What follows belongs to an exercise in optimizing a design on an open flow for small area; a production flow would make more cautious choices. Only simulation tests tie the RTL to the original design; equivalence was not proved. Power figures rest on the tool's default switching activity, not on a simulated workload.

==> run F <==
==> flow/design.v <==
module eve_pe
#(
parameter WORD_SZ = 32,
parameter GENE_SZ = 64,
parameter ATTR_SZ = 8
)(
input clk,
input rst,
input setup,
input state,
input [GENE_SZ - 1: 0]  data_in1,
input [GENE_SZ - 1: 0]  data_in2,
input [GENE_SZ - 1: 0]  gene_in1,
input [GENE_SZ - 1: 0]  gene_in2,
input [GENE_SZ - 1: 0]  random_num_pack,
output [GENE_SZ - 1: 0]  gene_out1,
output [GENE_SZ - 1: 0]  gene_out2,
output [GENE_SZ - 1: 0]  gene_out3,
output reg [2 : 0]  out_valid
);
function gt8;
    input [7:0] a;
    input [7:0] b;
    integer i;
    reg g;
    begin
        g = 1'b0;
        for (i = 0; i < 8; i = i + 1)
            g = (a[i] & ~b[i]) | ((a[i] | ~b[i]) & g);
        gt8 = g;
    end
endfunction
function gt16;
    input [15:0] a;
    input [15:0] b;
    integer i;
    reg g;
    begin
        g = 1'b0;
        for (i = 0; i < 16; i = i + 1)
            g = (a[i] & ~b[i]) | ((a[i] | ~b[i]) & g);
        gt16 = g;
    end
endfunction
reg        fit_gt;           
reg  [7:0] mp_node_bias;
reg  [7:0] mp_node_resp;
reg  [7:0] mp_node_act;
reg  [7:0] mp_node_agg;
reg  [7:0] mp_conn_weight;
reg  [7:0] mp_conn_enable;
reg  [7:0] child_genome_id;
reg  [7:0] node_add_prob;
reg  [7:0] node_del_prob;
reg  [7:0] conn_add_prob;
reg  [7:0] conn_del_prob;
reg  [7:0] del_node_prob;    
reg  [7:0] del_conn_prob;
reg  [7:0] add_node_prob;    
reg  [7:0] add_conn_prob;
reg setup_d1, setup_d2, setup_d3, setup_d4;
wire fit_gt_in = gt8(data_in1[55:48], data_in1[63:56]);
wire fit_gt_nx = setup ? fit_gt_in : fit_gt;
wire [7:0] mp_node_bias_nx   = setup ? data_in1[47:40] : mp_node_bias;
wire [7:0] mp_node_resp_nx   = setup ? data_in1[39:32] : mp_node_resp;
wire [7:0] mp_node_act_nx    = setup ? data_in1[31:24] : mp_node_act;
wire [7:0] mp_node_agg_nx    = setup ? data_in1[23:16] : mp_node_agg;
wire [7:0] mp_conn_weight_nx = setup ? data_in1[15:8]  : mp_conn_weight;
wire [7:0] mp_conn_enable_nx = setup ? data_in1[7:0]   : mp_conn_enable;
always @(posedge clk, posedge rst)
begin
    if (rst) begin
        fit_gt          <= 1'b0;
        mp_node_bias    <= 8'd0;
        mp_node_resp    <= 8'd0;
        mp_node_act     <= 8'd0;
        mp_node_agg     <= 8'd0;
        mp_conn_weight  <= 8'd0;
        mp_conn_enable  <= 8'd0;
        child_genome_id <= 8'd0;
    end else begin
        fit_gt         <= fit_gt_nx;
        mp_node_bias   <= mp_node_bias_nx;
        mp_node_resp   <= mp_node_resp_nx;
        mp_node_act    <= mp_node_act_nx;
        mp_node_agg    <= mp_node_agg_nx;
        mp_conn_weight <= mp_conn_weight_nx;
        mp_conn_enable <= mp_conn_enable_nx;
        if (setup)
            child_genome_id <= data_in2[7:0];
    end
end
always @(posedge clk)
begin
    if (setup) begin
        node_add_prob <= data_in2[15:8];
        node_del_prob <= data_in2[23:16];
        conn_add_prob <= data_in2[31:24];
        conn_del_prob <= data_in2[39:32];
    end
end
always @(posedge clk, posedge rst)
begin
    if (rst) begin
        setup_d1 <= 1'b0;
        setup_d2 <= 1'b0;
        setup_d3 <= 1'b0;
        setup_d4 <= 1'b0;
        del_node_prob <= 8'd0;
        del_conn_prob <= 8'd0;
        add_node_prob <= 8'd0;
        add_conn_prob <= 8'd0;
    end else begin
        setup_d1 <= setup;
        setup_d2 <= setup_d1;
        setup_d3 <= setup_d2;
        setup_d4 <= setup_d3;
        if (setup_d3) begin
            del_node_prob <= node_del_prob;
            del_conn_prob <= conn_del_prob;
        end
        if (setup_d4) begin
            add_node_prob <= node_add_prob;
            add_conn_prob <= conn_add_prob;
        end
    end
end
wire [15:0] key1 = gene_in1[47:32];
wire [15:0] key2 = gene_in2[47:32];
reg  [55:0] a_g1;            
reg  [7:0]  a_g2_type;       
reg  [31:0] a_g2_attr;       
reg         a_bubble;        
reg         a_bias;          
reg         a_zero;          
always @(posedge clk, posedge rst)
begin
    if (rst) begin
        a_bubble  <= 1'b0;
        a_bias    <= 1'b0;
        a_zero    <= 1'b1;
    end else begin
        a_bubble  <= gt16(key1, key2);
        a_bias    <= gt16(key2, key1);
        a_zero    <= 1'b0;
    end
end
always @(posedge clk)
begin
    a_g1      <= gene_in1[55:0];
    a_g2_type <= gene_in2[55:48];
    a_g2_attr <= gene_in2[31:0];
end
reg  [15:0] b_key;
reg  [7:0]  b_type;
reg  [31:0] b_g1_attr;
reg  [31:0] b_g2_attr;
reg         b_bubble;
reg         b_bias;
reg         b_zero;
always @(posedge clk)
begin
    b_key     <= a_g1[47:32];
    b_type    <= (!a_bias && fit_gt_nx) ? a_g2_type : a_g1[55:48];
    b_g1_attr <= a_g1[31:0];
    b_g2_attr <= a_g2_attr;
    b_bubble  <= a_bubble;
    b_bias    <= a_bias;
    b_zero    <= a_zero;
end
reg         c_skip;
reg  [15:0] c_key;
reg  [7:0]  c_type;
reg  [31:0] c_attr;
wire [3:0] xsel;
genvar gi;
generate
    for (gi = 0; gi < 4; gi = gi + 1) begin : g_xsel
        assign xsel[gi] = !b_bias && (random_num_pack[8*gi+7:8*gi] > 8'h40);
    end
endgenerate
always @(posedge clk, posedge rst)
begin
    if (rst)
        c_skip <= 1'b1;
    else
        c_skip <= setup | b_bubble;
end
always @(posedge clk)
begin
    c_key  <= b_zero ? 16'd0 : b_key;
    c_type <= b_zero ? 8'd0  : b_type;
    c_attr[7:0]   <= b_zero ? 8'd0 : xsel[0] ? b_g2_attr[7:0]   : b_g1_attr[7:0];
    c_attr[15:8]  <= b_zero ? 8'd0 : xsel[1] ? b_g2_attr[15:8]  : b_g1_attr[15:8];
    c_attr[23:16] <= b_zero ? 8'd0 : xsel[2] ? b_g2_attr[23:16] : b_g1_attr[23:16];
    c_attr[31:24] <= b_zero ? 8'd0 : xsel[3] ? b_g2_attr[31:24] : b_g1_attr[31:24];
end
reg         d_skip;
reg  [15:0] d_key;
reg  [7:0]  d_type;
reg  [31:0] d_attr;
wire       gtype = c_type[7];
wire [7:0] r0 = random_num_pack[7:0];
wire [7:0] r1 = random_num_pack[15:8];
wire [7:0] r2 = random_num_pack[23:16];
wire [7:0] r3 = random_num_pack[31:24];
wire [7:0] th0 = gtype ? mp_conn_weight_nx : mp_node_bias_nx;
wire [7:0] th1 = gtype ? mp_conn_enable_nx : mp_node_resp_nx;
wire [7:0] th2 = gtype ? 8'd0 : mp_node_act_nx;
wire [7:0] th3 = gtype ? 8'd0 : mp_node_agg_nx;
wire [7:0] mv1 = gtype ? {7'd0, r1[0]} : r1;
wire [7:0] mv2 = gtype ? 8'd0 : {4'd0, r2[3:0]};
wire [7:0] mv3 = gtype ? 8'd0 : {5'd0, r3[2:0]};
always @(posedge clk, posedge rst)
begin
    if (rst) begin
        d_skip <= 1'b1;
        d_key  <= 16'd0;
        d_type <= 8'd0;
        d_attr <= 32'd0;
    end else begin
        d_skip <= c_skip;
        d_key  <= c_key;
        d_type <= c_type;
        d_attr[7:0]   <= gt8(r0, th0) ? r0  : c_attr[7:0];
        d_attr[15:8]  <= gt8(r1, th1) ? mv1 : c_attr[15:8];
        d_attr[23:16] <= gt8(r2, th2) ? mv2 : c_attr[23:16];
        d_attr[31:24] <= gt8(r3, th3) ? mv3 : c_attr[31:24];
    end
end
reg  [63:0] e_gene;
reg         e_bubble;
always @(posedge clk, posedge rst)
begin
    if (rst)
        e_bubble <= 1'b0;
    else
        e_bubble <= d_skip;
end
always @(posedge clk)
    e_gene <= {child_genome_id, d_type, d_key, d_attr};
wire [7:0] e_src  = e_gene[47:40];
wire [7:0] e_dst  = e_gene[39:32];
wire       e_hidden = (e_gene[54:53] == 2'b00);
reg  [7:0] hidden_max0;
always @(posedge clk, posedge rst)
begin
    if (rst)
        hidden_max0 <= 8'd0;
    else if (setup)
        hidden_max0 <= 8'd0;
    else if (!state && !e_bubble && e_hidden && gt8(e_src, hidden_max0))
        hidden_max0 <= e_src;
end
wire [7:0] r5 = random_num_pack[39:32];
reg  [63:0] f_gene;
reg         f_valid;
reg  [3:0]  del_ctr;
reg  [63:0] del_list;            
wire [7:0] del_hit;
generate
    for (gi = 0; gi < 8; gi = gi + 1) begin : g_match
        assign del_hit[gi] = (del_ctr > gi) && ((e_src == del_list[8*gi+7:8*gi]) || (e_dst == del_list[8*gi+7:8*gi]));
    end
endgenerate
wire del_node = !setup_d3 && !e_bubble && !state && gt8(r5, del_node_prob) && !del_ctr[3] && e_hidden;
always @(posedge clk, posedge rst)
begin
    if (rst) begin
        f_valid <= 1'b0;
        del_ctr <= 4'd0;
    end else if (setup_d3) begin
        f_valid <= 1'b0;
        del_ctr <= 4'd0;
    end else if (e_bubble) begin
        f_valid <= 1'b0;
    end else if (!state) begin
        if (del_node) begin
            f_valid <= 1'b0;
            del_ctr <= del_ctr + 4'd1;
        end else begin
            f_valid <= 1'b1;
        end
    end else begin
        f_valid <= !((|del_hit) || gt8(r5, del_conn_prob));
    end
end
always @(posedge clk)
begin
    f_gene <= e_gene;
    if (del_node)
        del_list <= {del_list[55:0], e_src};
end
wire [7:0] r6 = random_num_pack[47:40];
reg  [63:0] g_gene;
reg  [7:0]  g_genome_id;
reg  [7:0]  src_reg;
reg  [7:0]  hidden_max1;
reg         next_flag;
always @(posedge clk, posedge rst)
begin
    if (rst) begin
        out_valid   <= 3'b000;
        hidden_max1 <= 8'd0;
        next_flag   <= 1'b0;
    end else if (setup_d4) begin
        out_valid   <= 3'b000;
        hidden_max1 <= 8'd0;
        next_flag   <= 1'b0;
    end else if (!f_valid) begin
        out_valid   <= 3'b000;
    end else if (!state) begin
        hidden_max1 <= hidden_max0;
        out_valid   <= 3'b001;
    end else if (gt8(r6, add_node_prob)) begin
        hidden_max1 <= hidden_max1 + 8'd1;
        out_valid   <= 3'b111;
    end else if (gt8(r6, add_conn_prob) && !next_flag) begin
        out_valid   <= 3'b001;
        next_flag   <= 1'b1;
    end else if (next_flag) begin
        out_valid   <= 3'b011;
        next_flag   <= 1'b0;
    end else begin
        out_valid   <= 3'b001;
    end
end
wire rec_src = !setup_d4 && f_valid && state && !gt8(r6, add_node_prob) && gt8(r6, add_conn_prob) && !next_flag;
always @(posedge clk)
begin
    g_gene      <= f_gene;
    g_genome_id <= child_genome_id;
    if (rec_src)
        src_reg <= f_gene[47:40];
end
wire split = out_valid[2];
assign gene_out1 = split ? {g_gene[63:56], 8'h00, hidden_max1, 8'h00, 32'h01010101}
                         : g_gene;
assign gene_out2 = split ? {g_gene[63:56], 8'h80, g_gene[47:40], hidden_max1, g_gene[31:0]}
                         : {g_genome_id, 8'h80, src_reg, g_gene[39:32], 32'h01010000};
assign gene_out3 = {g_gene[63:56], 8'h80, hidden_max1, g_gene[39:32], 32'h01010000};
endmodule
==> flow/flow/run.sh <==
#!/bin/bash
# The standard layout (the standard.sh: standard synthesis, floorplan,
# placement, CTS, routing), with two changes:
#  - the port buffers that placement puts on every input and output are the
#    platform's smallest buffer, sky130_fd_sc_hd__buf_1;
#  - CTS inserts no dummy loads.
# make's full output goes to standard.log in the folder this runs in.
set -euo pipefail
export BUFFER_PORTS_ARGS="-buffer_cell sky130_fd_sc_hd__buf_1"
export CTS_ARGS="-sink_clustering_enable -repair_clock_nets -sink_clustering_size 20 -sink_clustering_max_diameter 50 -buf_list sky130_fd_sc_hd__clkbuf_8 -dont_use_dummy_load"
bash standard.sh > standard.log 2>&1
==> flow/standard.sh <==
#!/bin/bash
# synth_recipe.tcl (not shown) runs the flow's synth.tcl, then flattens the netlist and writes it again
# the make line also repeats each setting of config.mk as NAME=value (left out here)
make -C /OpenROAD-flow-scripts/flow DESIGN_CONFIG=/design/flow/config.mk WORK_HOME=/design/flow/orfs CLKGATE_MAP_FILE= SYNTH_SCRIPT=/design/flow/synth_recipe.tcl "${@:-finish}"
==> flow/config.mk <==
export PLATFORM = sky130hd
export DESIGN_NAME = eve_pe
export DESIGN_NICKNAME = eve_pe
export VERILOG_FILES = /design/flow/design.v
export SDC_FILE = /design/flow/constraint.sdc
export NUM_CORES = 4
export LEC_CHECK = 0
export CAP_MARGIN = 20
export CORE_MARGIN = 2
export CORE_UTILIZATION = 70
export SLEW_MARGIN = 20
==> flow/constraint.sdc <==
create_clock -name core_clock -period 4.5 [get_ports {clk}]
set_input_delay 0.9000 -clock core_clock [delete_from_list [all_inputs] [get_ports {clk}]]
set_output_delay 0.9000 -clock core_clock [all_outputs]
set_load 0.01 [all_outputs]
==> inputs of run X, as changes to run F <==
--- a/flow/design.v
+++ b/flow/design.v
@@ -215,16 +215,15 @@
 begin
-    if (rst) begin
+    if (rst)
         d_skip <= 1'b1;
-        d_key  <= 16'd0;
-        d_type <= 8'd0;
-        d_attr <= 32'd0;
-    end else begin
+    else
         d_skip <= c_skip;
-        d_key  <= c_key;
-        d_type <= c_type;
-        d_attr[7:0]   <= gt8(r0, th0) ? r0  : c_attr[7:0];
-        d_attr[15:8]  <= gt8(r1, th1) ? mv1 : c_attr[15:8];
-        d_attr[23:16] <= gt8(r2, th2) ? mv2 : c_attr[23:16];
-        d_attr[31:24] <= gt8(r3, th3) ? mv3 : c_attr[31:24];
-    end
+end
+always @(posedge clk)
+begin
+    d_key  <= c_key;
+    d_type <= c_type;
+    d_attr[7:0]   <= gt8(r0, th0) ? r0  : c_attr[7:0];
+    d_attr[15:8]  <= gt8(r1, th1) ? mv1 : c_attr[15:8];
+    d_attr[23:16] <= gt8(r2, th2) ? mv2 : c_attr[23:16];
+    d_attr[31:24] <= gt8(r3, th3) ? mv3 : c_attr[31:24];
 end
@@ -234,9 +233,10 @@
 begin
-    if (rst)
+    if (rst) begin
+        e_gene   <= 64'd0;
         e_bubble <= 1'b0;
-    else
+    end else begin
+        e_gene   <= {child_genome_id, d_type, d_key, d_attr};
         e_bubble <= d_skip;
+    end
 end
-always @(posedge clk)
-    e_gene <= {child_genome_id, d_type, d_key, d_attr};
 wire [7:0] e_src  = e_gene[47:40];
==> flow/run.sh (new file) <==
#!/bin/bash
# synth_recipe.tcl (not shown) runs the flow's synth.tcl, then flattens the netlist and writes it again
# the make line also repeats each setting of config.mk as NAME=value (left out here)
make -C /OpenROAD-flow-scripts/flow DESIGN_CONFIG=/design/flow/config.mk WORK_HOME=/design/flow/orfs CLKGATE_MAP_FILE= SYNTH_SCRIPT=/design/flow/synth_recipe.tcl finish
--- a/flow/config.mk
+++ b/flow/config.mk
@@ -9,3 +9,6 @@
 export CORE_MARGIN = 2
-export CORE_UTILIZATION = 70
+export CORE_UTILIZATION = 40
+export CTS_BUF_LIST = sky130_fd_sc_hd__clkbuf_4 sky130_fd_sc_hd__clkbuf_8
+export CTS_CLUSTER_DIAMETER = 40
+export CTS_CLUSTER_SIZE = 10
 export SLEW_MARGIN = 20
removed: flow/flow/run.sh
removed: flow/standard.sh
==> qor summary <==
FF/Latch Area: run X 16540 um^2; run F 16350 um^2
Gate count after technology mapping: run X 1873; run F 1869
H-tree Lvls: run X 3; run F 2
Power dissipated in combinational cells: run X 0.00133 W; run F 0.00110 W
Share of final-layout standard cells stronger than drive strength 1: run X 0.1453; run F 0.09400
Non-clock buffer contribution to total cell area: run X 0.1370; run F 0.06472
Buffers outside the clock class: run X 437; run F 432
Status: run X no timing/DRC/antenna violations; run F no timing/DRC/antenna violations
Cell internal pwr: run X 0.01139 W; run F 0.008532 W
Final nets: run X 2664; run F 2597
Worst slack, placed: run X 0.2048 ns; run F 0.4742 ns
Xor and xnor area share after synthesis: run X 0.04566; run F 0.04607
Worst hold slack: run X 0.3061 ns; run F 0.2806 ns
TritonCTS buffer count: run X 104; run F 49
Distinct cell type count of the synthesized netlist: run X 72; run F 76
Post-Synth Simple-Gate Area: run X 0.08404; run F 0.08209
Synth Area in Compound Gates: run X 0.05341; run F 0.05974
Number of vias in the routed layout: run X 15.04k; run F 14.69k
TritonCTS sink count: run X 727; run F 719

[re-timing with driven ports]
In the flow no input, the clock included, has a driving cell. The finished layouts below were timed again as built, in two steps.
Step 1 sets driving cells, clkbuf_16 on the clock port and buf_2 on the other inputs (assumed; they add their load-dependent delay and slew).
Step 2 times the ports against the registers' clock, not the clock port: input delays grow and output delays shrink by t, the midpoint of the rising clock arrivals with the driver on.
Three values: ideal, step 1, step 2; two values: the first two.
run | shift t [ns] | setup slack, ns | hold slack, ns | latest minus earliest clock arrival (ns) | worst data-port slew with drivers (ns)
run F | 0.666 | 1.117 / 1.020 / 0.354 | 0.281 / 0.281 / 0.281 | 0.079 / 0.080 | 0.14
run X | 0.744 | 0.885 / 0.918 / 0.174 | 0.306 / 0.306 / 0.306 | 0.052 / 0.052 | 0.12
After both steps every run listed still meets setup and hold. The setup slack of run F, which loses most, moves by -0.097 ns with the drivers and by -0.763 ns with both steps.
